Source: an optimization exercise on an open RTL-to-GDS flow (aim: small area, a short achievable clock period and few clock cycles per item). Production flows keep margins and buffers that such runs may drop. At most, simulation tests tie the RTL to the original design; equivalence was not proved. The RTL of run 5 was laid out without a check of its function. No run shown here takes its clock network from TritonCTS; it comes from the design's own scripts or RTL. No driver is modelled on the clock port, so clock power and skew are understated where the tree is cut down; a real chip needs a root buffer or a tree. No activity file was given, so power comes from the tool's default toggle rates.

### design/flow/config.mk
export PLATFORM = sky130hd
export DESIGN_NAME = Log2
export DESIGN_NICKNAME = Log2
export VERILOG_FILES = /design/flow/design.v
export SDC_FILE = /design/flow/constraint.sdc
export NUM_CORES = 4
export LEC_CHECK = 0
export CAP_MARGIN = 20
export CORE_AREA = 2.5 2.5 61.5 61.5
export DIE_AREA = 0 0 64 64
export SLEW_MARGIN = 20
### design/flow/constraint.sdc
create_clock -name core_clock -period 10.0 [get_ports {clk}]
set_input_delay 2.0000 -clock core_clock [delete_from_list [all_inputs] [get_ports {clk}]]
set_output_delay 2.0000 -clock core_clock [all_outputs]
set_load 0.01 [all_outputs]
### design/flow/design.v
module Log2(
  input clk,
  input reset,
  input h,
  output reg flag,
  input [7:0] in,
  output reg [7:0] out
);
  reg busy;
  wire [7:0] lut;
  always @(posedge clk or posedge reset) begin
    if (reset) begin
      busy <= 1'b0;
      flag <= 1'b0;
    end else begin
      busy <= h;
      flag <= busy | (flag & ~h);
    end
  end
  always @(posedge clk) begin
    if (busy)
      out <= lut;
    else if (h | ~flag)
      out <= in;
  end
  log2_lut u_lut (.x(out), .y(lut));
endmodule
module log2_lut(input [7:0] x, output [7:0] y);
  wire [7:0] oh;
  assign oh[7] = x[7];
  assign oh[6] = ~x[7] & x[6];
  assign oh[5] = ~|x[7:6] & x[5];
  assign oh[4] = ~|x[7:5] & x[4];
  assign oh[3] = ~|x[7:4] & x[3];
  assign oh[2] = ~|x[7:3] & x[2];
  assign oh[1] = ~|x[7:2] & x[1];
  assign oh[0] = ~|x[7:1];
  wire [2:0] p = {|oh[7:4], |{oh[7:6],oh[3:2]}, |{oh[7],oh[5],oh[3],oh[1]}};
  wire [13:0] xe = {x[6:0], 7'b0};
  wire [6:0] n = ({7{oh[7]}} & x[6:0]) | ({7{oh[6]}} & {x[5:0],1'b0}) | ({7{oh[5]}} & {x[4:0],2'b0})
               | ({7{oh[4]}} & {x[3:0],3'b0}) | ({7{oh[3]}} & {x[2:0],4'b0}) | ({7{oh[2]}} & {x[1:0],5'b0})
               | ({7{oh[1]}} & {x[0],6'b0});
  wire [4:0] g;
  g7 u_g (.n(n), .g(g));
  assign y = {p, g};
endmodule
module g7(input [6:0] n, output [4:0] g);
  wire new_n13, new_n14, new_n15, new_n16, new_n17, new_n19, new_n20,
    new_n21, new_n22, new_n23, new_n24, new_n25, new_n26, new_n27, new_n28,
    new_n29, new_n30, new_n31, new_n32, new_n33, new_n34, new_n35, new_n36,
    new_n37, new_n38, new_n39, new_n40, new_n41, new_n42, new_n43, new_n44,
    new_n45, new_n46, new_n47, new_n48, new_n49, new_n50, new_n51, new_n52,
    new_n53, new_n54, new_n55, new_n56, new_n57, new_n58, new_n59, new_n60,
    new_n61, new_n62, new_n63, new_n64, new_n65, new_n66, new_n68, new_n69,
    new_n70, new_n72, new_n73, new_n74, new_n75, new_n76, new_n77, new_n78,
    new_n80, new_n81, new_n82, new_n83, new_n84;
  assign new_n13 = n[2] & n[1];
  assign new_n14 = ~n[3] & ~new_n13;
  assign new_n15 = ~n[6] & n[5];
  assign new_n16 = n[4] & new_n15;
  assign new_n17 = ~new_n14 & new_n16;
  assign g[4] = n[6] | new_n17;
  assign new_n19 = n[4] & n[3];
  assign new_n20 = n[6] & n[5];
  assign new_n21 = ~n[6] & ~n[5];
  assign new_n22 = ~n[2] & new_n21;
  assign new_n23 = ~new_n20 & ~new_n22;
  assign new_n24 = n[3] & n[2];
  assign new_n25 = ~n[0] & ~new_n15;
  assign new_n26 = new_n24 & new_n25;
  assign new_n27 = n[6] & new_n19;
  assign new_n28 = n[1] & ~new_n27;
  assign new_n29 = ~new_n26 & new_n28;
  assign new_n30 = ~new_n19 & ~new_n21;
  assign new_n31 = n[0] & ~new_n30;
  assign new_n32 = n[4] & new_n21;
  assign new_n33 = ~new_n20 & ~new_n32;
  assign new_n34 = ~new_n31 & new_n33;
  assign new_n35 = ~n[2] & ~new_n34;
  assign new_n36 = ~new_n29 & ~new_n35;
  assign new_n37 = n[1] & n[0];
  assign new_n38 = n[6] & ~n[5];
  assign new_n39 = ~n[4] & ~n[3];
  assign new_n40 = ~n[1] & ~n[0];
  assign new_n41 = new_n39 & ~new_n40;
  assign new_n42 = ~new_n38 & new_n41;
  assign new_n43 = ~new_n27 & ~new_n42;
  assign new_n44 = ~new_n37 & ~new_n43;
  assign new_n45 = ~n[3] & n[0];
  assign new_n46 = ~n[6] & n[1];
  assign new_n47 = new_n45 & ~new_n46;
  assign new_n48 = ~n[5] & n[4];
  assign new_n49 = ~new_n40 & new_n48;
  assign new_n50 = ~new_n47 & new_n49;
  assign new_n51 = ~new_n44 & ~new_n50;
  assign new_n52 = ~new_n36 & new_n51;
  assign new_n53 = ~new_n19 & new_n21;
  assign new_n54 = ~new_n39 & ~new_n45;
  assign new_n55 = new_n53 & new_n54;
  assign new_n56 = ~n[4] & new_n20;
  assign new_n57 = n[2] & ~new_n56;
  assign new_n58 = ~new_n55 & new_n57;
  assign new_n59 = ~new_n52 & ~new_n58;
  assign new_n60 = new_n37 & new_n56;
  assign new_n61 = new_n29 & new_n58;
  assign new_n62 = ~new_n60 & ~new_n61;
  assign new_n63 = ~new_n59 & new_n62;
  assign new_n64 = ~new_n48 & ~new_n56;
  assign new_n65 = ~n[3] & new_n13;
  assign new_n66 = ~new_n64 & new_n65;
  assign g[0] = new_n63 | new_n66;
  assign new_n68 = ~new_n23 & g[0];
  assign new_n69 = new_n19 & ~new_n68;
  assign new_n70 = ~n[5] & ~new_n69;
  assign g[3] = ~new_n17 & ~new_n70;
  assign new_n72 = ~n[5] & new_n69;
  assign new_n73 = ~new_n17 & ~new_n72;
  assign new_n74 = ~n[4] & new_n21;
  assign new_n75 = ~new_n24 & new_n74;
  assign new_n76 = ~new_n68 & ~new_n75;
  assign new_n77 = ~new_n14 & new_n76;
  assign new_n78 = ~n[4] & ~new_n77;
  assign g[2] = new_n73 & ~new_n78;
  assign new_n80 = new_n14 & ~new_n76;
  assign new_n81 = n[4] & new_n73;
  assign new_n82 = n[3] & new_n61;
  assign new_n83 = new_n77 & ~new_n82;
  assign new_n84 = ~new_n81 & new_n83;
  assign g[1] = ~new_n80 & ~new_n84;
endmodule
### design/flow/flow/run.sh
#!/bin/bash
# Standard ORFS layout with these changes:
#  - synthesis maps the logic with the ABC script in flow/abc_area.script
#    (same synthesis script otherwise, so registers keep their names and types);
#  - port buffers are sky130_fd_sc_hd__buf_1 instead of the default delay buffer;
#  - the clock tree is a single clkbuf_8 between the clock port and the ten
#    registers (all registers get the same clock arrival), instead of an H-tree.
set -euo pipefail
rm -rf myscripts
cp -r "$FLOW_HOME/scripts" myscripts
cp flow/abc_area.script myscripts/abc_area.script
python3 - <<'PY'
p = 'myscripts/cts.tcl'
s = open(p).read()
old = 'log_cmd clock_tree_synthesis {*}$cts_args'
assert old in s
new = '''# place the one clock buffer at the centre of the registers it drives
set clk_net [[ord::get_db_block] findNet clk]
set sx 0
set sy 0
set sn 0
foreach iterm [$clk_net getITerms] {
  lassign [[$iterm getInst] getLocation] ix iy
  set sx [expr {$sx + $ix}]
  set sy [expr {$sy + $iy}]
  incr sn
}
set cx [ord::dbu_to_microns [expr {$sx / $sn}]]
set cy [ord::dbu_to_microns [expr {$sy / $sn}]]
puts "clock buffer at $cx $cy for $sn registers"
log_cmd insert_buffer -buffer_cell sky130_fd_sc_hd__clkbuf_8 -net [get_nets clk] -location [list $cx $cy] -buffer_name clkbuf_root -net_name clk_root
set_propagated_clock [all_clocks]'''
open(p, 'w').write(s.replace(old, new))
PY
bash standard.sh synth ABC_AREA=1 SCRIPTS_DIR="$PWD/myscripts" > synth.log 2>&1
bash standard.sh finish SCRIPTS_DIR="$PWD/myscripts" "BUFFER_PORTS_ARGS=-buffer_cell sky130_fd_sc_hd__buf_1" > layout.log 2>&1
### design/flow/flow/abc_area.script
strash
dch
map -D 1500
topo
upsize -D 1900
dnsize -D 1900
### design/flow/standard.sh
#!/bin/bash
# synth_recipe.tcl (not shown) runs the flow's synth.tcl, then flattens the netlist and writes it again
# the make line also repeats each setting of config.mk as NAME=value (left out here)
make -C /OpenROAD-flow-scripts/flow DESIGN_CONFIG=/design/flow/config.mk WORK_HOME=/design/flow/orfs CLKGATE_MAP_FILE= SYNTH_SCRIPT=/design/flow/synth_recipe.tcl "${@:-finish}"
==> run_results.csv, run 1 <==
group,metric,value,unit
finish,finalInstanceArea,0.00112,sq mm
clock_tree,clk_latency,0.13,ns
global_routing,grt_usage,12.7,%
detailed_routing,wire_per_inst,12.0,um
detailed_routing,dr.first_iter.drc_count,82,
synthesis,syn-num-nets,153,
synthesis,yosysTopAreaCellShare,24.5,%
finish,nets,175,
timing,finalCritPeriodShare,29.0,%
place,place.port_buffers,19,
timing,timing_hold_violations_final,0,
global_routing,grt_pass1_wl,4.48,mm
global_routing,grt_pass1_vias,1045,
synthesis,avgSynthCellArea,6.92,sq um
floorplanning,ios,20,
worst_setup_path,crit_type,"register to output port",
finish,final_common_cell,"nand2_1",
timing,fin_crit,2.90,ns
synthesis,yosys.area.top_type,"edfxtp_1",
worst_setup_path,cp-startpoint,"out[7]",
pwr,p_leak,0.377,nW
floorplanning,initial_core_util,29.4,%
worst_setup_path,crit_path_max_incr_delay,0.57,ns
worst_setup_path,arrival,0.90,ns
detailed_routing,first_pass_iters,4,
worst_setup_path,required,8.00,ns
global_routing,grt_start_max_net_pins,11,
clock_tree,post_cts_buffers,0,
min_path,hp-class,"register to register",
worst_setup_path,r2r_start,"out[7]",
worst_setup_path,cp.depth,1,
worst_setup_path,path_max_fanout,10,
detailed_routing,drt_wl_total,2.49,mm
finish,drive_gt1_share,6.79,%
synthesis,synth.distinct_cells,32,
clock_tree,clk_pin_slew_worst_paths,0.06,ns
synthesis,ys_ff_latch,10,
finish,fillers,390,
worst_setup_path,critPathTopFamily,"flip-flops",
pwr,ir_worst_vdd,47.4,uV
timing,relSlewSlack,74.2,%
place,gp_congestion,0.919,
synthesis,synthesis.area,982,sq um
worst_setup_path,crit_chain,"buf_1",
job,max_cap_viol_count,0,
global_routing,overflow,0,
timing,whs,0.565,ns
floorplanning,rows,21,
worst_setup_path,endpoint,"out[7]",
worst_setup_path,reg2reg_slack,7.17,ns
timing,tns,0,ns
place,dpl.hpwl,2.08,mm
clock_tree,cts_resized,0,
detailed_routing,dr_total_vias,1088,
synthesis,yosys_warnings,1,
worst_setup_path,critPathBufInv,1,
finish,layout_common_cells,"nand2_1 (23), clkinv_1 (22), nor2_1 (20), buf_1 (19), a21oi_1 (10)",
place,placedInstanceArea,0.00111,sq mm
detailed_routing,drc,0,
timing,tightest_slew,0.383,ns
worst_setup_path,rr_worst_depth,13,
floorplanning,core_area,0.00334,sq mm
finish,antenna_cells,0,
timing,slew_viol_final,0,
worst_setup_path,cpMaxStageDelayCell,"edfxtp_1",
synthesis,yosys-top-cells-area,"edfxtp_1 (24%), nand2_1 (8.8%), clkinv_1 (8.4%), nor2_1 (7.6%), a21oi_1 (5.1%)",
run_status,status,"complete, no violations",
floorplanning,die_width,64,um
worst_setup_path,timing.rr.end,"out[1]",
floorplanning,die_h,64,um
timing,clock_skew,0.000329,ns
worst_setup_path,end_kind,"output port",
synthesis,yosysSeqAreaShare,29.6,%
detailed_routing,drtAntennaViolNets,0,
pwr,powerDensity,150,mW/mm^2
timing,rsz0062_at_grt,"no",
detailed_routing,viasPerCell,5.23,
timing,clock.fmax,0.345,GHz
worst_setup_path,startpoint_type,"register",
floorplanning,die_area,0.00410,sq mm
finish,areaGrowthSynthToFinish,14.5,%
global_routing,antenna_found_initial,0,
clock_tree,postCtsHoldBufs,0,
timing,finalSetupViolCount,0,
synthesis,netlist_instances,142,
[cell families (layout without fill, tap and decap cells)]
family,Yosys count,in the layout,synth area share (%)
flip-flops,10,10,29.6
AND/OR/NAND/NOR,65,65,31.3
AO/OA/AOI/OAI,44,44,30.3
buffers and inverters,23,43,8.79
[where the power goes]
group          internal (mW)  switching [mW]  total [mW]
sequential            0.0528          0.0104      0.0632
combinational         0.0302          0.0572      0.0874
clock                0.00908         0.00917      0.0182
total                 0.0921          0.0767       0.169
[final cells by class, clock buffers not listed]
cell class              count  area (sq um)  area share [%]
repair buffers             19          71.3            6.34
multi-input cells         109           606            53.8
well taps                  46          57.6            5.12
flip-flops and latches     10           290            25.8
inverters                  23          86.3            7.68
[metrics by stage]
stage	utilization [%]	cells	setup slack [ns]	power (mW)
final	33.7	208	7.10	0.169
after CTS	33.7	208	7.11	0.169
after global placement	33.3	207	7.21	0.154
after detailed placement	33.3	207	7.20	0.151
after global routing	33.7	208	6.90	0.185
after floorplan	-	142	7.45	0.129
[routing by layer]
metal,global-route usage [%],vias to the layer above,wire (um)
met5,0,-,0
met4,1.63,0,21
met3,0.880,4,134
met2,21.1,37,1150
met1,18.4,492,1190
li1,-,555,-
[registers in the layout, indices dropped and copies added, names as in the netlist]
register / cells
out: 8
flag: 1
busy: 1
[synthesized netlist by cell type]
cell type,count
edfxtp_1,8
o21bai_2,1
nor3_1,2
nor3_2,2
dfrtp_1,2
nand2_2,2
o2111ai_1,2
nand3b_2,1
nor2_4,1
nand3b_1,1
o2111a_1,2
a22oi_1,2
nand4_1,5
nand2_1,23
o221ai_1,1
a211oi_1,1
a2bb2oi_1,1
o31ai_1,1
nand3_1,6
o21ai_1,2
o21ai_0,9
nor4_1,2
a21boi_1,1
a21oi_1,10
clkinv_1,22
inv_2,1
nor2_1,20
o2bb2ai_2,1
o211ai_1,2
a31oi_1,3
a211oi_2,1
o22ai_1,4
[how the worst min path moves through the flow]
| stage | from | endpoint | slack (ns) | cells past startpoint |
|---|---|---|---|---|
| after floorplan | flag | flag | 0.56 | 2 |
| after global routing | flag | flag | 0.62 | 2 |
| final | flag | flag | 0.56 | 2 |
| after detailed placement | flag | flag | 0.56 | 2 |
| after CTS | flag | flag | 0.57 | 2 |
| after global placement | flag | flag | 0.52 | 2 |
Testbench counts, summed over its fixed seeds: cycles 8,192, conversions 4,096.
==> run 2: changes to the inputs <==
==> design/flow/flow/abc_area.script (replaced) <==
strash
dch
map -D 1600
topo
upsize -D 1850
dnsize -D 1850
==> run_results.csv, run 2 <==
group,metric,value,unit
min_path,hp-start,"flag",
detailed_routing,viasPerCell,4.89,
job,max_cap_viol_count,0,
finish,antenna_cells,0,
global_routing,overflow,0,
synthesis,synth_edf_count,8,
finish,post-route-util,31.5,%
detailed_routing,dr.first_iter.drc_count,74,
synthesis,synth-main-ff-cell,"edfxtp_1",
synthesis,netlist_top_cells_count,"nand2_1 (31), nor2_1 (20), clkinv_1 (18)",
floorplanning,rows,21,
global_routing,grt_start_max_net_pins,13,
timing,tightest_slew,0.441,ns
detailed_routing,drc,0,
finish,drive_gt1_share,6.96,%
worst_setup_path,required,8.00,ns
synthesis,yosys.area_share.simple,33.6,%
finish,instances_no_fill,204,
clock_tree,postCtsHoldBufs,0,
global_routing,grt_usage,11.2,%
synthesis,synth_fa_ha_area_share,0,%
place,dpl.hpwl,1.88,mm
finish,final_common_cell,"nand2_1",
synthesis,yosysMostFrequentCell,"nand2_1",
timing,clock.fmax,0.347,GHz
worst_setup_path,crit_chain,"buf_1",
clock_tree,post_cts_buffers,0,
timing,fin_crit,2.88,ns
floorplanning,ios,20,
place,gp_congestion,0.884,
timing,tns,0,ns
worst_setup_path,path_max_fanout,9,
finish,layout_common_cells,"nand2_1 (31), nor2_1 (20), buf_1 (19), clkinv_1 (18), o21ai_0 (10)",
pwr,ir_worst_vdd,53.7,uV
finish,finalInstanceArea,0.00105,sq mm
worst_setup_path,end_kind,"output port",
pwr,powerDensity,153,mW/mm^2
synthesis,ys_ff_latch,10,
synthesis,netlist_instances,138,
timing,relSlewSlack,70.2,%
detailed_routing,wire_per_inst,11.2,um
timing,rsz0062_at_grt,"no",
finish,nets,171,
detailed_routing,drt_wl_total,2.28,mm
timing,slew_viol_final,0,
synthesis,avgSynthCellArea,6.59,sq um
synthesis,yosys_warnings,1,
global_routing,grt_pass1_vias,900,
global_routing,grt_pass1_wl,3.87,mm
detailed_routing,first_pass_iters,4,
detailed_routing,dr_total_vias,997,
timing,finalCritPeriodShare,28.8,%
synthesis,syn-num-nets,149,
timing,setup_ws,7.12,ns
synthesis,yosys.area_share.xor_xnor,0,%
floorplanning,die_h,64,um
clock_tree,clk_latency,0.13,ns
synthesis,synth_compound_area_share,25.9,%
min_path,hp-class,"register to register",
synthesis,yosys-top-cells-area,"edfxtp_1 (26%), nand2_1 (13%), nor2_1 (8.3%), clkinv_1 (7.4%), dfrtp_1 (5.5%)",
worst_setup_path,r2r_start,"out[7]",
pwr,p_leak,0.369,nW
timing,finalSetupViolCount,0,
place,dp.cells,203,
timing,timing_hold_violations_final,0,
finish,largest_reg_flops,8,
finish,top_regs,"out: 8 flops, busy: 1 flops, flag: 1 flops",
clock_tree,cts_resized,0,
synthesis,yosys.area.top_type,"edfxtp_1",
worst_setup_path,cpMaxStageDelayCell,"edfxtp_1",
timing,whs,0.532,ns
synthesis,synthesis.area,910,sq um
finish,areaGrowthSynthToFinish,15.7,%
place,placedInstanceArea,0.00104,sq mm
place,pre_cts_ws,7.23,ns
clock_tree,clk_pin_slew_worst_paths,0.07,ns
worst_setup_path,startpoint_type,"register",
floorplanning,die_width,64,um
timing,clock_skew,0.000777,ns
floorplanning,initial_core_util,27.3,%
synthesis,synth.distinct_cells,28,
worst_setup_path,crit_path_max_incr_delay,0.55,ns
synthesis,yosysTopAreaCellShare,26.4,%
detailed_routing,drtAntennaViolNets,0,
pwr,finalPower,161,uW
global_routing,antenna_found_initial,0,
worst_setup_path,cp-startpoint,"out[7]",
synthesis,ys_async_sr_fraction,20.0,%
floorplanning,die_area,0.00410,sq mm
synthesis,yosysSeqAreaShare,31.9,%
synthesis,synth_top_family_by_area,"simple AND/OR/NAND/NOR gates",
place,place.port_buffers,19,
worst_setup_path,critPathBufInv,1,
finish,regMostFlops,"out",
worst_setup_path,critPathTopFamily,"flip-flops",
floorplanning,core_area,0.00334,sq mm
run_status,status,"complete, no violations",
worst_setup_path,crit_type,"register to output port",
synthesis,synth_mux_area_share,0,%
worst_setup_path,arrival,0.88,ns
## run 2: routing by layer
layer	track usage (%)	vias up	wire (um)
met5	0	-	0
met4	1.09	0	27
met3	0.704	2	165
met2	19.4	44	1040
met1	15.6	427	1050
li1	-	524	-
## run 2: layout make-up, clock buffers not listed
cell class / instances / area, sq um
timing repair buffer: 19 / 71.3
fill: 379 / 2280
sequential: 10 / 290
tap: 46 / 57.6
multi-input combinational: 107 / 541
inverter: 21 / 78.8
## run 2: path summary, 6_finish.rpt
kind	end	slack [ns]	cells after the start
worst max-delay path	out[7]	7.12	1
worst min-delay path	flag	0.53	2
worst max register to register	out[1]	7.26	14
worst min register to register	flag	0.53	2
max in group asynchronous	flag	8.24	2
min in group asynchronous	busy	1.67	2
## run 2: cells by family (layout without fill, tap and decap cells)
| logic type | after synthesis | in the layout |
|---|---|---|
| DFF | 10 | 10 |
| AOI/OAI and AO/OA | 38 | 38 |
| buffers and inverters | 21 | 41 |
| and+or+nand+nor | 69 | 69 |
## run 2: power by group
group	total [mW]	switching (mW)	internal (mW)
sequential	0.0625	0.00970	0.0528
combinational	0.0799	0.0535	0.0264
clock	0.0187	0.00965	0.00909
==> run 3: changes to the inputs <==
==> design/flow/flow/abc_area.script (replaced) <==
strash
dch
map -D 1600
topo
upsize -D 1950
dnsize -D 1950
==> run_results.csv, run 3 <==
group,metric,value,unit
synthesis,yosys_warnings,1,
detailed_routing,drc,0,
worst_setup_path,timing.rr.end,"out[1]",
timing,timing_hold_violations_final,0,
worst_setup_path,reg2reg_slack,7.10,ns
pwr,p_leak,0.361,nW
finish,fillers,392,
timing,whs,0.536,ns
synthesis,yosys-top-cells-area,"edfxtp_1 (27%), nand2_1 (14%), nor2_1 (9.7%), clkinv_1 (8.5%), o21ai_0 (6.8%)",
detailed_routing,drtAntennaViolNets,0,
synthesis,yosysMostFrequentCell,"nand2_1",
synthesis,syn-num-nets,149,
global_routing,use_met1,16.2,%
timing,finalSetupViolCount,0,
synthesis,synth_edf_count,8,
finish,areaGrowthSynthToFinish,16.1,%
floorplanning,die_h,64,um
finish,largest_reg_flops,8,
pwr,powerDensity,153,mW/mm^2
global_routing,grt_start_max_net_pins,13,
synthesis,yosysTopAreaCellShare,27.0,%
global_routing,grt_pass1_vias,944,
synthesis,netlist_instances,138,
synthesis,yosys.area.top_type,"edfxtp_1",
clock_tree,clk_pin_slew_worst_paths,0.07,ns
worst_setup_path,crit_type,"register to register",
global_routing,top_usage_layer,"met2",
finish,instances_no_fill,204,
floorplanning,core_area,0.00334,sq mm
synthesis,avgSynthCellArea,6.44,sq um
worst_setup_path,end_kind,"register",
clock_tree,post_cts_buffers,0,
finish,top_regs,"out: 8 flops, busy: 1 flops, flag: 1 flops",
timing,finalCritPeriodShare,29.0,%
finish,nets,171,
timing,rsz0062_at_grt,"no",
detailed_routing,wire_per_inst,11.1,um
global_routing,antenna_found_initial,0,
synthesis,ys_ff_latch,10,
pwr,finalPower,158,uW
timing,tightest_slew,0.419,ns
place,gp_congestion,0.890,
finish,antenna_cells,0,
detailed_routing,viasPerCell,5.02,
place,dp.cells,203,
worst_setup_path,required,9.87,ns
pwr,ir_worst_vdd,67.0,uV
clock_tree,cts_resized,0,
floorplanning,rows,21,
synthesis,synth-main-ff-cell,"edfxtp_1",
detailed_routing,first_pass_iters,4,
finish,layout_common_cells,"nand2_1 (32), nor2_1 (23), clkinv_1 (20), buf_1 (19), o21ai_0 (12)",
min_path,hp-start,"flag",
floorplanning,die_area,0.00410,sq mm
global_routing,grt_pass1_wl,4.06,mm
min_path,whs_path_depth,2,
job,max_cap_viol_count,0,
detailed_routing,dr_total_vias,1024,
synthesis,synth_top_family_by_area,"simple AND/OR/NAND/NOR gates",
min_path,min_to,"flag",
timing,tns,0,ns
synthesis,yosysSeqAreaShare,32.7,%
synthesis,synth.distinct_cells,23,
detailed_routing,drt_wl_total,2.27,mm
worst_setup_path,startpoint_type,"register",
synthesis,yosys.area_share.simple,32.0,%
run_status,status,"complete, no violations",
floorplanning,ios,20,
synthesis,ys_async_sr_fraction,20.0,%
timing,clock_skew,0.000267,ns
worst_setup_path,path_max_fanout,9,
global_routing,grt_usage,11.4,%
min_path,hp-class,"register to register",
clock_tree,postCtsHoldBufs,0,
finish,drive_gt1_share,2.53,%
synthesis,synth_compound_area_share,26.5,%
place,dpl.hpwl,1.86,mm
synthesis,synth_mux_area_share,0,%
place,place.port_buffers,19,
global_routing,overflow,0,
finish,regMostFlops,"out",
timing,relSlewSlack,71.7,%
finish,final_common_cell,"nand2_1",
floorplanning,initial_core_util,26.6,%
detailed_routing,dr.first_iter.drc_count,56,
timing,slew_viol_final,0,
synthesis,synth_fa_ha_area_share,0,%
worst_setup_path,arrival,2.78,ns
global_routing,grt_util_met2,18.5,%
floorplanning,die_width,64,um
synthesis,yosys.area_share.xor_xnor,0,%
worst_setup_path,r2r_start,"out[7]",
timing,fin_crit,2.90,ns
synthesis,netlist_top_cells_count,"nand2_1 (32), nor2_1 (23), clkinv_1 (20)",
timing,clock.fmax,0.345,GHz
clock_tree,clk_latency,0.13,ns
global_routing,grt_util_met3,1.58,%
synthesis,synthesis.area,888,sq um
worst_setup_path,rr_worst_depth,14,
run 3: critical path: stages, from the launching register on:
cell,delay [ns]
edfxtp_1,0.52
nor2_1,0.26
nand2_1,0.14
o41ai_1,0.37
nor2_1,0.19
nand2_1,0.16
o21ai_0,0.09
o21ai_0,0.19
a21oi_1,0.09
nor2_1,0.12
o21ai_2,0.08
nand2_1,0.10
nand3_1,0.10
a21oi_1,0.14
o21ai_0,0.09
run 3: cell families (layout without fill, tap and decap cells):
family | Yosys count | count (layout)
AND/OR/NAND/NOR | 69 | 69
AO/OA/AOI/OAI | 38 | 38
buffers and inverters | 21 | 41
flip-flops | 10 | 10
run 3: cell type report, clock buffers not listed:
type | instances | area [sq um] | share of cell area, %
inverters | 21 | 78.8 | 7.65
flip-flops and latches | 10 | 290 | 28.2
well taps | 46 | 57.6 | 5.58
repair buffers | 19 | 71.3 | 6.92
multi-input cells | 107 | 519 | 50.4
run 3: layer usage:
metal / part of all wire, % / vias to the layer above / wire [um]
met5: 0 / - / 0
met4: 0.53 / 0 / 12
met3: 5.7 / 2 / 129
met2: 45 / 25 / 1030
met1: 48 / 469 / 1100
li1: - / 528 / -
run 3: how the worst max path moves through the flow:
stage                start  slack, ns  cells after the start      to
floorplan                h       7.45                      2  out[0]
global placement    out[7]       7.12                     14  out[1]
detailed placement  out[7]       7.14                     14  out[1]
CTS                 out[7]       7.13                     14  out[1]
global route        out[7]       6.80                     13  out[1]
finish              out[7]       7.10                     14  out[1]
run 3: report_power, final:
part	switching, mW	total (mW)	internal (mW)	leakage [nW]
registers	0.00913	0.0619	0.0528	0.104
clock network	0.00968	0.0188	0.00909	0.00719
logic	0.0518	0.0770	0.0252	0.250
total	0.0706	0.158	0.0870	0.361
run 3: per-stage QoR:
stage               util [%]  cell area (sq um)  worst slack (ns)
finish                  30.9               1030              7.10
global route            30.9               1030              6.80
CTS                     30.9               1030              7.13
detailed placement      30.5               1020              7.14
global placement        30.5               1020              7.12
floorplan                  -                888              7.45
==> run 4: changes to the inputs <==
==> design/flow/flow/abc_area.script (replaced) <==
strash
dch
map -D 1650
topo
upsize -D 1900
dnsize -D 1900
==> run_results.csv, run 4 <==
group,metric,value,unit
detailed_routing,first_pass_iters,4,
finish,layout_common_cells,"nand2_1 (33), nor2_1 (23), buf_1 (19), clkinv_1 (17)",
finish,fillers,384,
worst_setup_path,end_kind,"register",
synthesis,netlist_top_cells_count,"nand2_1 (33), nor2_1 (23), clkinv_1 (17)",
synthesis,synth.distinct_cells,28,
floorplanning,initial_core_util,27.6,%
floorplanning,die_area,0.00410,sq mm
worst_setup_path,crit_type,"register to register",
job,max_cap_viol_count,0,
worst_setup_path,startpoint_type,"register",
worst_setup_path,cp_common_cell,"nor2_1",
global_routing,grt_pass1_vias,936,
global_routing,overflow,0,
pwr,ir_worst_vdd,52.1,uV
clock_tree,post_cts_buffers,0,
finish,drive_gt1_share,6.33,%
detailed_routing,dr.first_iter.drc_count,113,
run_status,status,"complete, no violations",
synthesis,yosys.area.top_type,"edfxtp_1",
synthesis,synth_edf_count,8,
floorplanning,die_h,64,um
synthesis,yosys-top-cells-area,"edfxtp_1 (26%), nand2_1 (13%), nor2_1 (9.4%), clkinv_1 (6.9%), dfrtp_1 (5.4%)",
timing,rsz0062_at_grt,"no",
timing,tightest_slew,0.446,ns
synthesis,yosys_warnings,1,
timing,fin_crit,2.91,ns
floorplanning,core_area,0.00334,sq mm
timing,timing_hold_violations_final,0,
detailed_routing,viasPerCell,5.08,
synthesis,syn-num-nets,149,
detailed_routing,drtAntennaViolNets,0,
synthesis,yosysMostFrequentCell,"nand2_1",
synthesis,synth-main-ff-cell,"edfxtp_1",
place,place.port_buffers,19,
floorplanning,ios,20,
finish,areaGrowthSynthToFinish,15.5,%
finish,largest_reg_flops,8,
global_routing,grt_pass1_wl,3.89,mm
clock_tree,clk_latency,0.13,ns
place,pre_cts_ws,7.15,ns
synthesis,ys_async_sr_fraction,20.0,%
synthesis,yosysSeqAreaShare,31.6,%
pwr,powerDensity,151,mW/mm^2
floorplanning,die_width,64,um
synthesis,ys_ff_latch,10,
timing,clock_skew,0.000379,ns
worst_setup_path,critPathBufInv,1,
synthesis,yosysTopAreaCellShare,26.1,%
global_routing,grt_start_max_net_pins,12,
finish,top_regs,"out: 8 flops, busy: 1 flops, flag: 1 flops",
synthesis,avgSynthCellArea,6.66,sq um
global_routing,antenna_found_initial,0,
clock_tree,clk_pin_slew_worst_paths,0.06,ns
finish,antenna_cells,0,
pwr,p_leak,0.367,nW
min_path,hp-class,"register to register",
worst_setup_path,critPathTopFamily,"simple AND/OR/NAND/NOR gates",
finish,regMostFlops,"out",
worst_setup_path,arrival,2.79,ns
timing,relSlewSlack,70.2,%
timing,finalCritPeriodShare,29.1,%
worst_setup_path,cpMaxStageDelayCell,"edfxtp_1",
synthesis,synthesis.area,920,sq um
place,gp_congestion,0.865,
worst_setup_path,path_max_fanout,7,
clock_tree,cts_resized,0,
global_routing,grt_usage,11.2,%
timing,clock.fmax,0.343,GHz
clock_tree,postCtsHoldBufs,0,
worst_setup_path,crit_path_max_incr_delay,0.51,ns
detailed_routing,drc,0,
synthesis,netlist_instances,138,
timing,finalSetupViolCount,0,
timing,tns,0,ns
finish,final_common_cell,"nand2_1",
timing,setup_ws,7.09,ns
place,dpl.hpwl,1.88,mm
timing,slew_viol_final,0,
finish,nets,171,
detailed_routing,dr_total_vias,1036,
worst_setup_path,required,9.88,ns
floorplanning,rows,21,
worst_setup_path,crit_chain,"nor2_2 > nand2_2 > nor2_1 > nand2_1 > nand4_2 > inv_2 > nor2_1 > nor2_1 > nand3_1 > nand3_1 > nor2_1 > a31oi_1 > o21ai_1 > nand2_1 > nand2_1 > nand3_1 > a21oi_1 > o21ai_1",
detailed_routing,wire_per_inst,11.0,um
detailed_routing,drt_wl_total,2.25,mm
run 4: cell count changes after synthesis, sizes merged, moves of 2 or more:
cell	before	now
clkinv	20	17
o21ai	14	10
nor2	23	25
nand2	32	34
a22oi	5	3
run 4: cells by family (layout without fill, tap and decap cells):
family,count (synthesis),in the layout,synth area share [%]
buffers and inverters,19,39,7.76
and+or+nand+nor,73,73,35.1
DFF,10,10,31.6
AOI/OAI and AO/OA,36,36,25.6
run 4: power breakdown:
part	switching (mW)	total, mW	internal (mW)	leakage [nW]
clock	0.00871	0.0178	0.00907	0.00719
combinational	0.0537	0.0808	0.0271	0.257
sequential	0.00890	0.0617	0.0528	0.103
run 4: final cells by class, clock buffers not listed:
class                      instances  area (sq um)  area share (%)
inverter                          19          71.3            6.71
tap                               46          57.6            5.42
timing repair buffer              19          71.3            6.71
sequential                        10           290            27.3
multi-input combinational        109           558            52.5
run 4: layer usage:
| metal | GRT usage [%] | up-vias | share of wire [%] |
|---|---|---|---|
| li1 | - | 528 | - |
| met1 | 15.9 | 464 | 48 |
| met2 | 17.4 | 40 | 43 |
| met3 | 0.880 | 4 | 7.0 |
| met4 | 4.35 | 0 | 1.8 |
| met5 | 0 | - | 0 |
run 4: worst reg2reg max path: stages (launching register included):
cell      delay, ns
edfxtp_1       0.51
nor2_2         0.24
nand2_2        0.10
nor2_1         0.19
nand2_1        0.09
nand4_2        0.13
inv_2          0.09
nor2_1         0.27
nor2_1         0.07
nand3_1        0.07
nand3_1        0.09
nor2_1         0.15
a31oi_1        0.05
o21ai_1        0.10
nand2_1        0.10
nand2_1        0.11
nand3_1        0.09
a21oi_1        0.14
o21ai_1        0.07
run 4: path summary, 6_finish.rpt:
kind	start	to	slack [ns]	cells after the start
setup / recovery	out[7]	out[1]	7.09	18
hold / removal	flag	flag	0.55	2
setup reg to reg	out[7]	out[1]	7.09	18
hold reg to reg	flag	flag	0.55	2
max in group asynchronous	reset	busy	8.23	2
min in group asynchronous	reset	flag	1.67	2
run 4: stage by stage:
| stage | power [mW] | cells | hold slack, ns | instance area (sq um) | utilization [%] |
|---|---|---|---|---|---|
| 2_1_floorplan | 0.122 | 138 | 0.561 | 920 | - |
| 4_1_cts | 0.160 | 204 | 0.545 | 1060 | 31.8 |
| 3_3_place_gp | 0.145 | 203 | 0.536 | 1050 | 31.4 |
| 6_report | 0.160 | 204 | 0.549 | 1060 | 31.8 |
| 5_1_grt | 0.176 | 204 | 0.597 | 1060 | 31.8 |
| 3_5_place_dp | 0.142 | 203 | 0.538 | 1050 | 31.4 |
==> run 5: changes to the inputs <==
--- a/design/flow/design.v
+++ b/design/flow/design.v
@@ -21,9 +21,9 @@
     if (busy)
       out <= lut;
     else if (h | ~flag)
-      out <= in;
+      out <= ~in;
   end
-  log2_lut u_lut (.x(out), .y(lut));
+  log2_lut u_lut (.x(~out), .y(lut));
 endmodule
 module log2_lut(input [7:0] x, output [7:0] y);
   wire [7:0] oh;
==> design/flow/flow/abc_area.script (replaced) <==
strash
dch
map -D 1600
topo
upsize -D 1900
dnsize -D 1900
==> run_results.csv, run 5 <==
group,metric,value,unit
place,gp_congestion,0.833,
synthesis,yosys.area.top_type,"edfxtp_1",
floorplanning,rows,21,
synthesis,synth-main-ff-cell,"edfxtp_1",
timing,fin_crit,2.86,ns
global_routing,grt_usage,11.2,%
pwr,clock_power_share,10.1,%
synthesis,netlist_instances,132,
finish,regMostFlops,"out",
global_routing,grt_start_max_net_pins,11,
global_routing,grt_pass1_vias,911,
timing,whs,0.550,ns
global_routing,grt_pass1_wl,3.94,mm
finish,areaGrowthSynthToFinish,15.9,%
timing,clock_skew,0.000952,ns
pwr,powerDensity,192,mW/mm^2
detailed_routing,first_pass_iters,4,
pwr,p_sw_share,49.0,%
floorplanning,die_width,64,um
finish,antenna_cells,0,
detailed_routing,dr_total_vias,1005,
synthesis,avgSynthCellArea,6.80,sq um
synthesis,ys_async_sr_fraction,20.0,%
synthesis,netlist_top_cells_count,"nand2_1 (26), clkinv_1 (17), nor2_1 (16)",
worst_setup_path,path_max_fanout,8,
finish,instances_no_fill,198,
floorplanning,core_area,0.00334,sq mm
synthesis,synth.distinct_cells,25,
worst_setup_path,crit_chain,"nand2_1 > nor2_1 > nand2_1 > o221ai_1 > a21oi_1 > nand3_2 > nor2_1 > nand3_1 > nand3_1 > a21boi_0 > o21bai_1 > nand2_1 > nand3b_1 > a21oi_1 > o22ai_1",
clock_tree,clk_pin_slew_worst_paths,0.07,ns
detailed_routing,dr.first_iter.drc_count,66,
pwr,p_switching,97.8,uW
timing,finalCritPeriodShare,28.6,%
finish,top_regs,"out: 8 flops, busy: 1 flops, flag: 1 flops",
place,dp.cells,197,
global_routing,overflow,0,
worst_setup_path,arrival,2.75,ns
global_routing,antenna_found_initial,0,
synthesis,yosysTopAreaCellShare,26.8,%
detailed_routing,drt_wl_total,2.32,mm
timing,clock.fmax,0.349,GHz
timing,tns,0,ns
worst_setup_path,cpMaxStageDelayCell,"edfxtp_1",
finish,largest_reg_flops,8,
worst_setup_path,crit_type,"register to register",
synthesis,yosysMostFrequentCell,"nand2_1",
finish,nets,165,
clock_tree,post_cts_buffers,0,
timing,tightest_slew,0.350,ns
finish,layout_common_cells,"nand2_1 (26), buf_1 (19), clkinv_1 (17), nor2_1 (16), o21ai_0 (11)",
timing,slew_viol_final,0,
worst_setup_path,end_kind,"register",
synthesis,yosys-top-cells-area,"edfxtp_1 (27%), nand2_1 (11%), clkinv_1 (7.1%), nor2_1 (6.7%), o21ai_0 (6.1%)",
clock_tree,clk_latency,0.14,ns
synthesis,synth_edf_count,8,
run_status,status,"complete, no violations",
place,dpl.hpwl,1.91,mm
worst_setup_path,required,9.88,ns
pwr,seqPwrFrac,33.2,%
finish,final_common_cell,"nand2_1",
pwr,finalPower,200,uW
floorplanning,ios,20,
timing,rsz0062_at_grt,"no",
timing,finalSetupViolCount,0,
worst_setup_path,critPathTopFamily,"simple AND/OR/NAND/NOR gates",
min_path,hp-class,"register to register",
worst_setup_path,crit_path_max_incr_delay,0.51,ns
detailed_routing,wire_per_inst,11.7,um
finish,fillers,391,
floorplanning,initial_core_util,26.9,%
worst_setup_path,startpoint_type,"register",
pwr,p_int,102,uW
clock_tree,postCtsHoldBufs,0,
detailed_routing,drc,0,
detailed_routing,viasPerCell,5.08,
pwr,ir_worst_vdd,59.1,uV
pwr,p_leak,0.366,nW
synthesis,yosysSeqAreaShare,32.4,%
job,max_cap_viol_count,0,
worst_setup_path,critPathBufInv,0,
timing,timing_hold_violations_final,0,
synthesis,synthesis.area,897,sq um
synthesis,ys_ff_latch,10,
detailed_routing,drtAntennaViolNets,0,
clock_tree,cts_resized,0,
synthesis,yosys_warnings,1,
finish,drive_gt1_share,6.58,%
synthesis,syn-num-nets,143,
timing,relSlewSlack,76.6,%
worst_setup_path,cp_common_cell,"nand2_1",
place,place.port_buffers,19,
pwr,share_comb_of_total_power,56.7,%
floorplanning,die_h,64,um
floorplanning,die_area,0.00410,sq mm
==> run 5: cell types whose count changed after synthesis, sizes merged, moves of 2 or more <==
cell	before	now
inv	2	4
a31oi	3	0
o22ai	3	5
a22oi	3	6
nand2	34	26
nand3	6	11
a21oi	8	10
nor2	25	17
==> run 5: logic make-up after synthesis <==
logic type / synth area share, %
DFF: 32.4
AOI/OAI and AO/OA: 28.0
buffers and inverters: 8.79
and+or+nand+nor: 30.8
==> run 5: stage by stage <==
stage,utilization (%),cell area (sq um),setup WS [ns]
after CTS,31.2,1040,7.17
after global routing,31.2,1040,6.79
after global placement,30.7,1030,7.21
final,31.2,1040,7.14
after detailed placement,30.7,1030,7.19
after floorplan,-,897,7.45
==> run 5: routing by layer <==
metal | global-route usage, % | wire [um] | vias to the layer above
met4 | 1.09 | 27 | 0
met2 | 19.0 | 1030 | 31
met1 | 15.8 | 1130 | 462
met5 | 0 | 0 | -
li1 | - | - | 510
met3 | 1.06 | 132 | 2
==> run 5: worst paths after layout <==
| path | start | end | slack [ns] | cells after the start |
|---|---|---|---|---|
| worst max-delay path | out[7] | out[1] | 7.14 | 15 |
| worst min-delay path | flag | flag | 0.55 | 2 |
| worst max register to register | out[7] | out[1] | 7.14 | 15 |
| worst min register to register | flag | flag | 0.55 | 2 |
| max in group asynchronous | reset | busy | 8.25 | 2 |
| min in group asynchronous | reset | flag | 1.66 | 2 |
==> run 5: layout make-up, clock buffers not listed <==
class	instances	area, sq um	area share, %
inverters	21	78.8	7.58
multi-input cells	101	528	50.8
flip-flops and latches	10	290	27.9
well taps	46	57.6	5.54
repair buffers	19	71.3	6.86
==> run 5: worst min-delay path, delay by kind of cell (launching register included) <==
family	cells	cell delay [ns]
buffers and inverters	1	0.06
AO/OA/AOI/OAI	1	0.06
flip-flops	1	0.39
==> run 5: power groups by stage <==
stage / Clock [mW] / Sequential [mW] / Combinational (mW)
final: 0.0201 / 0.0664 / 0.113
after global routing: 0.0213 / 0.0679 / 0.129
after CTS: 0.0197 / 0.0662 / 0.113
after detailed placement: 0 / 0.0671 / 0.112
after global placement: 0 / 0.0676 / 0.114
after floorplan: 0 / 0.0682 / 0.0827
==> run 6: changes to the inputs <==
--- a/design/flow/design.v
+++ b/design/flow/design.v
@@ -21,9 +21,9 @@
     if (busy)
       out <= lut;
     else if (h | ~flag)
-      out <= ~in;
+      out <= in;
   end
-  log2_lut u_lut (.x(~out), .y(lut));
+  log2_lut u_lut (.x(out), .y(lut));
 endmodule
 module log2_lut(input [7:0] x, output [7:0] y);
   wire [7:0] oh;
==> design/flow/flow/abc_area.script (replaced) <==
strash
dch
map -D 1550
topo
upsize -D 1900
dnsize -D 1900
==> run_results.csv, run 6 <==
group,metric,value,unit
timing,rsz0062_at_grt,"no",
place,place.port_buffers,19,
synthesis,yosysSeqAreaShare,29.2,%
clock_tree,post_cts_buffers,0,
pwr,p_sw_share,46.7,%
timing,tns,0,ns
detailed_routing,viasPerCell,5.28,
synthesis,yosys_warnings,1,
floorplanning,die_width,64,um
synthesis,synth-main-ff-cell,"edfxtp_1",
detailed_routing,drc,0,
detailed_routing,wire_per_inst,12.0,um
finish,antenna_cells,0,
timing,fin_crit,2.94,ns
finish,instances_no_fill,212,
floorplanning,initial_core_util,29.8,%
synthesis,ys_ff_latch,10,
worst_setup_path,rr_worst_depth,14,
global_routing,grt_start_max_net_pins,11,
place,dp.cells,211,
synthesis,netlist_instances,146,
finish,top_regs,"out: 8 flops, busy: 1 flops, flag: 1 flops",
synthesis,netlist_top_cells_count,"nand2_1 (27), nor2_1 (22), clkinv_1 (14)",
detailed_routing,first_pass_iters,4,
floorplanning,die_area,0.00410,sq mm
timing,whs,0.561,ns
global_routing,grt_pass1_wl,4.37,mm
finish,areaGrowthSynthToFinish,14.4,%
pwr,p_switching,81.6,uW
global_routing,top_usage_layer,"met1",
finish,drive_gt1_share,10.2,%
job,max_cap_viol_count,0,
finish,nets,179,
timing,slew_viol_final,0,
worst_setup_path,crit_type,"register to register",
synthesis,avgSynthCellArea,6.80,sq um
finish,final_common_cell,"nand2_1",
synthesis,synthesis.area,993,sq um
pwr,finalPower,175,uW
finish,regMostFlops,"out",
timing,timing_hold_violations_final,0,
worst_setup_path,arrival,2.83,ns
global_routing,grt_util_met3,0.880,%
finish,fillers,373,
pwr,share_comb_of_total_power,52.1,%
worst_setup_path,startpoint_type,"register",
global_routing,use_met1,19.9,%
clock_tree,clk_pin_slew_worst_paths,0.07,ns
timing,finalCritPeriodShare,29.4,%
clock_tree,postCtsHoldBufs,0,
global_routing,overflow,0,
min_path,whs_path_depth,2,
finish,layout_common_cells,"nand2_1 (27), nor2_1 (22), buf_1 (19), clkinv_1 (14), o21ai_0 (12)",
synthesis,synth.distinct_cells,34,
finish,largest_reg_flops,8,
pwr,ir_worst_vdd,54.5,uV
floorplanning,rows,21,
timing,relSlewSlack,63.4,%
synthesis,yosys.area.top_type,"edfxtp_1",
timing,clock_skew,0.000346,ns
timing,tightest_slew,0.545,ns
synthesis,syn-num-nets,157,
synthesis,yosysMostFrequentCell,"nand2_1",
synthesis,yosys-top-cells-area,"edfxtp_1 (24%), nand2_1 (10%), nor2_1 (8.3%), o21ai_0 (6.0%), clkinv_1 (5.3%)",
synthesis,ys_async_sr_fraction,20.0,%
floorplanning,core_area,0.00334,sq mm
clock_tree,clk_latency,0.13,ns
timing,clock.fmax,0.340,GHz
run_status,status,"complete, no violations",
synthesis,synth_edf_count,8,
floorplanning,ios,20,
detailed_routing,dr.first_iter.drc_count,142,
pwr,p_int,93.1,uW
synthesis,yosysTopAreaCellShare,24.2,%
pwr,seqPwrFrac,36.8,%
global_routing,antenna_found_initial,0,
global_routing,grt_util_met2,18.4,%
global_routing,grt_pass1_vias,979,
detailed_routing,drt_wl_total,2.55,mm
worst_setup_path,end_kind,"register",
worst_setup_path,required,9.89,ns
detailed_routing,dr_total_vias,1119,
timing,finalSetupViolCount,0,
pwr,p_leak,0.393,nW
clock_tree,cts_resized,0,
floorplanning,die_h,64,um
place,gp_congestion,0.953,
pwr,powerDensity,154,mW/mm^2
worst_setup_path,path_max_fanout,10,
min_path,hp-class,"register to register",
place,dpl.hpwl,2.10,mm
detailed_routing,drtAntennaViolNets,0,
pwr,clock_power_share,11.1,%
global_routing,grt_usage,12.6,%
run 6: metrics by stage:
stage | instance area [sq um] | setup slack (ns) | util [%]
after floorplan | 993 | 7.45 | -
after global placement | 1120 | 7.15 | 33.6
after detailed placement | 1120 | 7.15 | 33.6
after CTS | 1140 | 7.11 | 34.0
after global routing | 1140 | 6.71 | 34.0
final | 1140 | 7.06 | 34.0
run 6: routing by layer:
| metal | share of wire, % | wire length (um) | up-vias |
|---|---|---|---|
| li1 | - | - | 568 |
| met1 | 50 | 1260 | 489 |
| met2 | 42 | 1060 | 58 |
| met3 | 7.8 | 199 | 4 |
| met4 | 0.90 | 23 | 0 |
| met5 | 0 | 0 | - |
run 6: area by class of cell, clock buffers not listed:
cell class	count	area (sq um)	area share, %
Tap cell	46	57.6	5.07
Sequential cell	10	290	25.6
Inverter	20	75.1	6.61
Multi-Input combinational cell	116	628	55.3
Timing Repair Buffer	19	71.3	6.28
run 6: kinds of logic (layout without fill, tap and decap cells):
kind of cell    Yosys count  after routing  synth area share, %
compound gates           44             44                 29.6
simple gates             72             72                 33.6
buf+inv                  20             40                 7.56
flops                    10             10                 29.2
run 6: power by group through the flow:
stage | Combinational [mW] | Sequential (mW) | Clock (mW)
3_5_place_dp | 0.0899 | 0.0650 | 0
2_1_floorplan | 0.0665 | 0.0650 | 0
3_3_place_gp | 0.0918 | 0.0652 | 0
5_1_grt | 0.102 | 0.0657 | 0.0226
6_report | 0.0910 | 0.0643 | 0.0194
4_1_cts | 0.0901 | 0.0641 | 0.0195
run 6: worst max-delay path: stages (launching register included):
cell and delay [ns]:
edfxtp_1 0.55, inv_2 0.15, nand2_1 0.07, nor2_2 0.20
inv_2 0.06, o21ai_0 0.42, clkinv_1 0.25, nor2_1 0.14
nand2_1 0.07, o21ai_0 0.13, o21bai_2 0.16, o2bb2ai_2 0.14
nand3_1 0.11, a21oi_1 0.15, o21ai_1 0.07
run 6: worst paths after layout:
check | from | end | slack (ns)
setup / recovery | out[7] | out[1] | 7.06
hold / removal | flag | flag | 0.56
setup reg to reg | out[7] | out[1] | 7.06
hold reg to reg | flag | flag | 0.56
max in group asynchronous | reset | flag | 8.23
min in group asynchronous | reset | busy | 1.68
Testbench counts of run 6, summed over its fixed seeds: cycles 8,192, conversions 4,096.
==> run 7: changes to the inputs <==
==> design/flow/flow/abc_area.script (replaced) <==
strash
dch
map -D 1600
topo
upsize -D 2000
dnsize -D 1900
==> run_results.csv, run 7 <==
group,metric,value,unit
run_status,status,"complete, no violations",
worst_setup_path,timing.rr.end,"out[1]",
finish,nets,171,
place,placedInstanceArea,0.00101,sq mm
place,dp.cells,203,
synthesis,yosysSeqAreaShare,32.8,%
detailed_routing,viasPerCell,4.96,
detailed_routing,drc,0,
finish,areaGrowthSynthToFinish,16.1,%
finish,antenna_cells,0,
floorplanning,rows,21,
floorplanning,die_h,64,um
clock_tree,post_cts_buffers,0,
timing,clock.fmax,0.339,GHz
timing,fin_crit,2.95,ns
finish,largest_reg_flops,8,
pwr,ir_worst_vdd,73.8,uV
place,pre_cts_ws,7.14,ns
synthesis,syn-num-nets,149,
synthesis,yosys-top-cells-area,"edfxtp_1 (27%), nand2_1 (14%), nor2_1 (9.8%), clkinv_1 (8.9%), o21ai_0 (6.8%)",
clock_tree,clk_latency,0.13,ns
synthesis,yosys_warnings,1,
floorplanning,ios,20,
clock_tree,cts_resized,0,
detailed_routing,dr.first_iter.drc_count,58,
worst_setup_path,required,9.88,ns
floorplanning,die_area,0.00410,sq mm
clock_tree,clk_pin_slew_worst_paths,0.07,ns
floorplanning,die_width,64,um
synthesis,yosysMostFrequentCell,"nand2_1",
worst_setup_path,r2r_start,"out[7]",
synthesis,yosys.area.top_type,"edfxtp_1",
synthesis,synth-main-ff-cell,"edfxtp_1",
timing,whs,0.539,ns
pwr,powerDensity,154,mW/mm^2
timing,setup_ws,7.05,ns
worst_setup_path,crit_chain,"nor2_1 > nand2_1 > nor2_1 > nand2_1 > nand4_1 > nand2_1 > nor2_1 > nor2_1 > nand2_1 > a21oi_1 > nor2_1 > o21ai_1 > nand2_1 > nand3_1 > a21oi_1 > o21ai_0",
finish,drive_gt1_share,1.27,%
worst_setup_path,cpMaxStageDelayCell,"edfxtp_1",
place,gp_congestion,0.900,
detailed_routing,dr_total_vias,1011,
clock_tree,postCtsHoldBufs,0,
worst_setup_path,crit_path_max_incr_delay,0.51,ns
job,max_cap_viol_count,0,
synthesis,ys_ff_latch,10,
synthesis,netlist_top_cells_count,"nand2_1 (32), nor2_1 (23), clkinv_1 (21)",
finish,layout_common_cells,"nand2_1 (32), nor2_1 (23), clkinv_1 (21), buf_1 (19), o21ai_0 (12)",
synthesis,netlist_instances,138,
floorplanning,initial_core_util,26.5,%
synthesis,synth_edf_count,8,
finish,ff_latch_area,290,sq um
synthesis,ys_async_sr_fraction,20.0,%
worst_setup_path,path_max_fanout,9,
timing,finalSetupViolCount,0,
pwr,p_leak,0.356,nW
worst_setup_path,crit_type,"register to register",
global_routing,grt_usage,11.2,%
timing,clock_skew,0.000794,ns
worst_setup_path,end_kind,"register",
finish,fillers,381,
pwr,finalPower,158,uW
detailed_routing,drtAntennaViolNets,0,
global_routing,overflow,0,
floorplanning,core_area,0.00334,sq mm
finish,post-route-util,30.8,%
detailed_routing,wire_per_inst,11.8,um
worst_setup_path,startpoint_type,"register",
global_routing,grt_start_max_net_pins,13,
timing,relSlewSlack,70.4,%
finish,regMostFlops,"out",
timing,timing_hold_violations_final,0,
finish,finalInstanceArea,0.00103,sq mm
worst_setup_path,rr_worst_depth,16,
timing,rsz0062_at_grt,"no",
detailed_routing,first_pass_iters,4,
detailed_routing,drt_wl_total,2.40,mm
min_path,hp-start,"flag",
timing,tns,0,ns
timing,slew_viol_final,0,
finish,multi_input_area,515,sq um
global_routing,grt_pass1_wl,3.95,mm
synthesis,synth.distinct_cells,23,
finish,top_regs,"out: 8 flops, busy: 1 flops, flag: 1 flops",
synthesis,avgSynthCellArea,6.41,sq um
min_path,min_to,"flag",
timing,tightest_slew,0.444,ns
global_routing,grt_pass1_vias,953,
min_path,hp-class,"register to register",
worst_setup_path,arrival,2.83,ns
min_path,whs_path_depth,2,
global_routing,antenna_found_initial,0,
place,dpl.hpwl,1.91,mm
synthesis,yosysTopAreaCellShare,27.2,%
worst_setup_path,reg2reg_slack,7.05,ns
finish,instances_no_fill,204,
finish,final_common_cell,"nand2_1",
timing,finalCritPeriodShare,29.5,%
place,place.port_buffers,19,
synthesis,synthesis.area,885,sq um
## run 7: routing by layer
layer	up-vias	GRT usage (%)	share of wire (%)
li1	523	-	-
met1	453	16.9	52
met2	31	17.1	42
met3	4	1.58	5.1
met4	0	1.90	1.0
met5	-	0	0
## run 7: critical path, delay by kind of cell (launching register included)
| family | cells | cell delay (ns) |
|---|---|---|
| compound gates | 4 | 0.40 |
| flops | 1 | 0.51 |
| simple gates | 12 | 1.78 |
## run 7: worst max-delay path by stage
stage	cells after the start	slack, ns	endpoint	from
after CTS	14	7.11	out[1]	out[7]
after detailed placement	14	7.14	out[1]	out[7]
after global routing	16	6.74	out[1]	out[7]
after global placement	16	7.11	out[1]	out[7]
after floorplan	2	7.45	out[0]	h
final	16	7.05	out[1]	out[7]
## run 7: area by class of cell, clock buffers not listed
| class | count | area share [%] |
|---|---|---|
| repair buffers | 19 | 6.94 |
| inverters | 21 | 7.67 |
| multi-input cells | 107 | 50.2 |
| flip-flops and latches | 10 | 28.3 |
| well taps | 46 | 5.60 |
## run 7: kinds of logic after synthesis
group	count (synthesis)	share of synthesized area (%)
and+or+nand+nor	69	32.1
AOI/OAI and AO/OA	38	26.2
DFF	10	32.8
buffers and inverters	21	8.91
## run 7: where the power goes
group          leakage [nW]  total (mW)  internal (mW)  switching (mW)
logic                 0.246      0.0774         0.0245          0.0529
registers             0.104      0.0621         0.0528         0.00938
clock network       0.00719      0.0189        0.00910         0.00979
==> run 8: changes to the inputs <==
==> design/flow/flow/abc_area.script (replaced) <==
strash
dch
map -D 1600
topo
upsize -D 1900
dnsize -D 2000
==> run_results.csv, run 8 <==
group,metric,value,unit
floorplanning,ios,20,
synthesis,synth_edf_count,8,
finish,top_regs,"out: 8 flops, busy: 1 flops, flag: 1 flops",
global_routing,grt_start_max_net_pins,13,
synthesis,netlist_top_cells_count,"nand2_1 (32), nor2_1 (23), clkinv_1 (20)",
detailed_routing,drt_wl_total,2.25,mm
finish,antenna_cells,0,
worst_setup_path,path_max_fanout,9,
timing,clock.fmax,0.339,GHz
worst_setup_path,crit_path_max_incr_delay,0.50,ns
finish,final_common_cell,"nand2_1",
synthesis,ys_async_sr_fraction,20.0,%
place,dp.cells,203,
detailed_routing,viasPerCell,4.85,
synthesis,netlist_instances,138,
min_path,hp-class,"register to register",
detailed_routing,dr_total_vias,989,
clock_tree,clk_latency,0.13,ns
finish,regMostFlops,"out",
timing,fin_crit,2.95,ns
detailed_routing,wire_per_inst,11.0,um
place,gp_congestion,0.892,
floorplanning,die_h,64,um
finish,largest_reg_flops,8,
pwr,p_leak,0.358,nW
detailed_routing,drc,0,
floorplanning,die_width,64,um
floorplanning,initial_core_util,26.4,%
global_routing,grt_usage,11.3,%
floorplanning,rows,21,
global_routing,overflow,0,
detailed_routing,drtAntennaViolNets,0,
worst_setup_path,required,9.88,ns
synthesis,syn-num-nets,149,
synthesis,synth.distinct_cells,23,
clock_tree,postCtsHoldBufs,0,
place,dpl.hpwl,1.83,mm
run_status,status,"complete, no violations",
detailed_routing,dr.first_iter.drc_count,49,
synthesis,synth-main-ff-cell,"edfxtp_1",
worst_setup_path,rr_worst_depth,16,
finish,layout_common_cells,"nand2_1 (32), nor2_1 (23), clkinv_1 (20), buf_1 (19), o21ai_0 (11)",
place,place.port_buffers,19,
global_routing,grt_pass1_wl,3.95,mm
floorplanning,core_area,0.00334,sq mm
synthesis,yosysSeqAreaShare,33.0,%
finish,drive_gt1_share,1.27,%
clock_tree,clk_pin_slew_worst_paths,0.07,ns
job,max_cap_viol_count,0,
floorplanning,die_area,0.00410,sq mm
worst_setup_path,end_kind,"register",
synthesis,synthesis.area,881,sq um
global_routing,antenna_found_initial,0,
synthesis,yosys_warnings,1,
timing,relSlewSlack,68.9,%
worst_setup_path,crit_type,"register to register",
synthesis,yosysMostFrequentCell,"nand2_1",
synthesis,yosysTopAreaCellShare,27.3,%
timing,tns,0,ns
timing,rsz0062_at_grt,"no",
pwr,powerDensity,154,mW/mm^2
synthesis,yosys.area.top_type,"edfxtp_1",
timing,tightest_slew,0.463,ns
clock_tree,post_cts_buffers,0,
timing,slew_viol_final,0,
synthesis,ys_ff_latch,10,
detailed_routing,first_pass_iters,4,
finish,nets,171,
timing,timing_hold_violations_final,0,
timing,finalSetupViolCount,0,
worst_setup_path,startpoint_type,"register",
global_routing,grt_pass1_vias,940,
finish,instances_no_fill,204,
worst_setup_path,cpMaxStageDelayCell,"edfxtp_1",
worst_setup_path,arrival,2.83,ns
clock_tree,cts_resized,0,
worst_setup_path,crit_chain,"nor2_1 > nand2_1 > nor2_1 > nand2_1 > nand4_1 > nand2_1 > nor2_1 > nor2_1 > nand2_1 > a21oi_1 > nor2_1 > o21ai_1 > nand2_1 > nand3_1 > a21oi_1 > o21ai_1",
synthesis,avgSynthCellArea,6.38,sq um
worst_setup_path,reg2reg_slack,7.05,ns
synthesis,yosys-top-cells-area,"edfxtp_1 (27%), nand2_1 (14%), nor2_1 (9.8%), clkinv_1 (8.5%), o21ai_0 (6.3%)",
finish,areaGrowthSynthToFinish,16.2,%
timing,finalCritPeriodShare,29.5,%
finish,fillers,398,
pwr,ir_worst_vdd,92.9,uV
timing,clock_skew,0.000665,ns
min_path,whs_path_depth,2,
## run 8: layer usage
layer | vias up | GRT usage, % | part of all wire, %
met1 | 428 | 16.1 | 48
met5 | - | 0 | 0
met3 | 0 | 1.41 | 7.2
met4 | 0 | 1.36 | 0
li1 | 526 | - | -
met2 | 35 | 18.6 | 45
## run 8: where the power goes
group	switching (mW)	leakage [nW]	internal, mW
logic	0.0520	0.247	0.0246
registers	0.00891	0.104	0.0527
clock network	0.00972	0.00719	0.00910
## run 8: final timing paths
check / start / endpoint
max: out[7] / out[1]
min: flag / flag
max reg2reg: out[7] / out[1]
min reg2reg: flag / flag
max in group asynchronous: reset / busy
min in group asynchronous: reset / flag
## run 8: kinds of logic (layout without fill, tap and decap cells)
group,Yosys count,in the layout,synth area share [%]
flip-flops,10,10,33.0
AO/OA/AOI/OAI,38,38,25.9
AND/OR/NAND/NOR,69,69,32.2
buffers and inverters,21,41,8.95
## run 8: per-stage QoR
step	power (mW)	util (%)	instance area [sq um]	hold WS, ns	worst slack [ns]
4_1_cts	0.157	30.7	1020	0.547	7.08
6_report	0.157	30.7	1020	0.545	7.05
5_1_grt	0.172	30.7	1020	0.582	6.70
3_3_place_gp	0.140	30.3	1010	0.525	7.08
3_5_place_dp	0.138	30.3	1010	0.535	7.13
2_1_floorplan	0.117	-	881	0.561	7.45
## run 8: area by class of cell, clock buffers not listed
type,count,area (sq um),area share [%]
Inverter,21,78.8,7.70
Multi-Input combinational cell,107,512,50.0
Sequential cell,10,290,28.4
Tap cell,46,57.6,5.62
Timing Repair Buffer,19,71.3,6.97
## run 8: worst max-delay path: cells and delay by family, from the launching register on
kind            cells  cell delay, ns
compound gates      4            0.40
simple gates       12            1.79
flops               1            0.50
==> run 9: changes to the inputs <==
==> design/flow/flow/abc_area.script (replaced) <==
strash
dch
map -D 1600
topo
buffer -p
upsize -D 1900
dnsize -D 1900
==> run_results.csv, run 9 <==
group,metric,value,unit
global_routing,grt_usage,10.4,%
global_routing,overflow,0,
pwr,clock_power_share,12.2,%
floorplanning,die_area,0.00410,sq mm
clock_tree,postCtsHoldBufs,0,
synthesis,ys_async_sr_fraction,20.0,%
synthesis,netlist_top_cells_count,"nand2_1 (32), nor2_1 (23), inv_1 (21)",
pwr,p_switching,69.7,uW
synthesis,synth_edf_count,8,
synthesis,synth.distinct_cells,24,
place,dpl.hpwl,1.81,mm
global_routing,grt_pass1_wl,3.62,mm
timing,rsz0062_at_grt,"no",
synthesis,syn-num-nets,150,
detailed_routing,viasPerCell,4.92,
timing,whs,0.553,ns
worst_setup_path,required,9.89,ns
pwr,seqPwrFrac,39.3,%
finish,finalInstanceArea,0.00103,sq mm
detailed_routing,dr_total_vias,1004,
finish,layout_common_cells,"nand2_1 (32), nor2_1 (23), inv_1 (21), buf_1 (19), o21ai_0 (11)",
clock_tree,clk_pin_slew_worst_paths,0.07,ns
synthesis,synth-main-ff-cell,"edfxtp_1",
pwr,share_comb_of_total_power,48.6,%
floorplanning,rows,21,
pwr,finalPower,156,uW
floorplanning,die_h,64,um
detailed_routing,drc,0,
worst_setup_path,crit_type,"register to register",
place,pre_cts_ws,7.19,ns
worst_setup_path,end_kind,"register",
finish,largest_reg_flops,8,
synthesis,synthesis.area,888,sq um
detailed_routing,drt_wl_total,2.22,mm
min_path,hp-class,"register to register",
pwr,p_sw_share,44.6,%
timing,finalSetupViolCount,0,
synthesis,yosysTopAreaCellShare,27.0,%
worst_setup_path,timing.rr.end,"out[1]",
place,gp_congestion,0.873,
pwr,p_int,86.7,uW
synthesis,avgSynthCellArea,6.39,sq um
synthesis,yosysMostFrequentCell,"nand2_1",
worst_setup_path,path_max_fanout,9,
worst_setup_path,arrival,2.75,ns
pwr,powerDensity,152,mW/mm^2
finish,antenna_cells,0,
synthesis,ys_ff_latch,10,
finish,final_common_cell,"nand2_1",
worst_setup_path,endpoint,"out[1]",
worst_setup_path,rr_worst_depth,16,
synthesis,netlist_instances,139,
synthesis,yosys.area.top_type,"edfxtp_1",
floorplanning,core_area,0.00334,sq mm
timing,tns,0,ns
place,placedInstanceArea,0.00101,sq mm
synthesis,yosysSeqAreaShare,32.7,%
floorplanning,die_width,64,um
timing,finalCritPeriodShare,28.6,%
pwr,p_leak,0.449,nW
synthesis,yosys_warnings,1,
synthesis,yosys-top-cells-area,"edfxtp_1 (27%), nand2_1 (14%), nor2_1 (9.7%), inv_1 (8.9%), o21ai_0 (6.2%)",
finish,post-route-util,30.8,%
finish,top_regs,"out: 8 flops, busy: 1 flops, flag: 1 flops",
job,max_cap_viol_count,0,
floorplanning,initial_core_util,26.6,%
place,place.port_buffers,19,
global_routing,grt_start_max_net_pins,13,
worst_setup_path,r2r_start,"out[7]",
timing,relSlewSlack,71.3,%
run_status,status,"complete, no violations",
floorplanning,ios,20,
timing,setup_ws,7.14,ns
worst_setup_path,reg2reg_slack,7.14,ns
pwr,ir_worst_vdd,38.7,uV
finish,areaGrowthSynthToFinish,15.6,%
timing,slew_viol_final,0,
clock_tree,clk_latency,0.13,ns
clock_tree,cts_resized,0,
timing,timing_hold_violations_final,0,
timing,clock.fmax,0.349,GHz
detailed_routing,dr.first_iter.drc_count,78,
finish,drive_gt1_share,1.27,%
finish,nets,171,
global_routing,grt_pass1_vias,856,
detailed_routing,wire_per_inst,10.9,um
timing,fin_crit,2.86,ns
detailed_routing,first_pass_iters,4,
clock_tree,post_cts_buffers,0,
place,dp.cells,203,
worst_setup_path,cp-startpoint,"out[7]",
timing,tightest_slew,0.428,ns
finish,regMostFlops,"out",
worst_setup_path,startpoint_type,"register",
timing,clock_skew,0.000359,ns
finish,instances_no_fill,204,
detailed_routing,drtAntennaViolNets,0,
global_routing,antenna_found_initial,0,
[run 9: changes by cell type in the layout (fill, tap and decap cells not counted), sizes merged]
cell and delta:
inv +20, clkinv -20
[run 9: area by class of cell, clock buffers not listed]
class,count,area [sq um]
flip-flops and latches,10,290
inverters,21,78.8
multi-input cells,107,515
repair buffers,19,71.3
well taps,46,57.6
fillers,372,2310
[run 9: metal layers]
layer | GRT usage, % | wire, um
met2 | 17.6 | 973
met4 | 1.09 | 19
met3 | 0.704 | 124
met5 | 0 | 0
met1 | 15.0 | 1110
[run 9: worst min path at each step]
stage / startpoint / to / slack, ns / cells after the start
after floorplan: flag / flag / 0.57 / 2
after global placement: flag / flag / 0.54 / 2
after detailed placement: flag / flag / 0.54 / 2
after CTS: flag / flag / 0.56 / 2
after global routing: flag / flag / 0.59 / 2
final: flag / flag / 0.55 / 2
[run 9: critical path, cell delays in order, from the launching register on]
cell      delay, ns
edfxtp_1       0.51
nor2_1         0.26
nand3_1        0.17
nor2_1         0.12
nor2_1         0.04
o21ai_1        0.24
nand2_1        0.18
nor2_1         0.18
nor2_1         0.08
nand2_1        0.11
a21oi_1        0.07
nor2_1         0.11
o21ai_2        0.08
nand2_1        0.11
nand3_1        0.10
a21oi_1        0.17
o21ai_1        0.08
[run 9: kinds of logic (layout without fill, tap and decap cells)]
family | count (synthesis) | count (layout) | share of synthesized area (%)
DFF | 10 | 10 | 32.7
buffers and inverters | 22 | 41 | 9.30
and+or+nand+nor | 69 | 69 | 32.0
AOI/OAI and AO/OA | 38 | 38 | 26.1
[run 9: power groups by stage]
stage	Clock [mW]	Combinational (mW)	Sequential [mW]
after floorplan	0	0.0544	0.0628
after global placement	0	0.0764	0.0623
after detailed placement	0	0.0751	0.0621
after CTS	0.0194	0.0754	0.0613
after global routing	0.0209	0.0863	0.0628
final	0.0191	0.0759	0.0614

-- what the ideal ports hide --
The results above use ideal ports. As a check the final layouts listed here were re-extracted and re-timed, cells and wires unchanged.
Step 1: set_driving_cell puts a clkbuf_16 on clk and a buf_2 on each other input, an assumption about the parent block.
Step 2 moves the port delays by t, midway between the first and last clock arrival at a register: inputs arrive t later, outputs are due t later. That takes back most of the time a late clock gives input paths.
Three values: no drivers, after step 1, after step 2; two values: the first two.
| run | shift t [ns] | setup WS [ns] | worst setup path at the end | pins driven straight from the clock port |
|---|---|---|---|---|
| run 1 | 0.148 | 7.104 / 7.083 / 7.166 | register to register | 1 |
| run 2 | 0.152 | 7.117 / 7.094 / 7.220 | input to register | 1 |
| run 3 | 0.149 | 7.099 / 7.099 / 7.099 | register to register | 1 |
| run 4 | 0.145 | 7.088 / 7.088 / 7.088 | register to register | 1 |
| run 5 | 0.158 | 7.137 / 7.137 / 7.137 | register to register | 1 |
| run 6 | 0.150 | 7.060 / 7.060 / 7.060 | register to register | 1 |
| run 7 | 0.149 | 7.051 / 7.051 / 7.051 | register to register | 1 |
| run 8 | 0.147 | 7.053 / 7.053 / 7.053 | register to register | 1 |
| run 9 | 0.153 | 7.138 / 7.138 / 7.138 | register to register | 1 |
After both steps setup and hold are still met in every run listed.
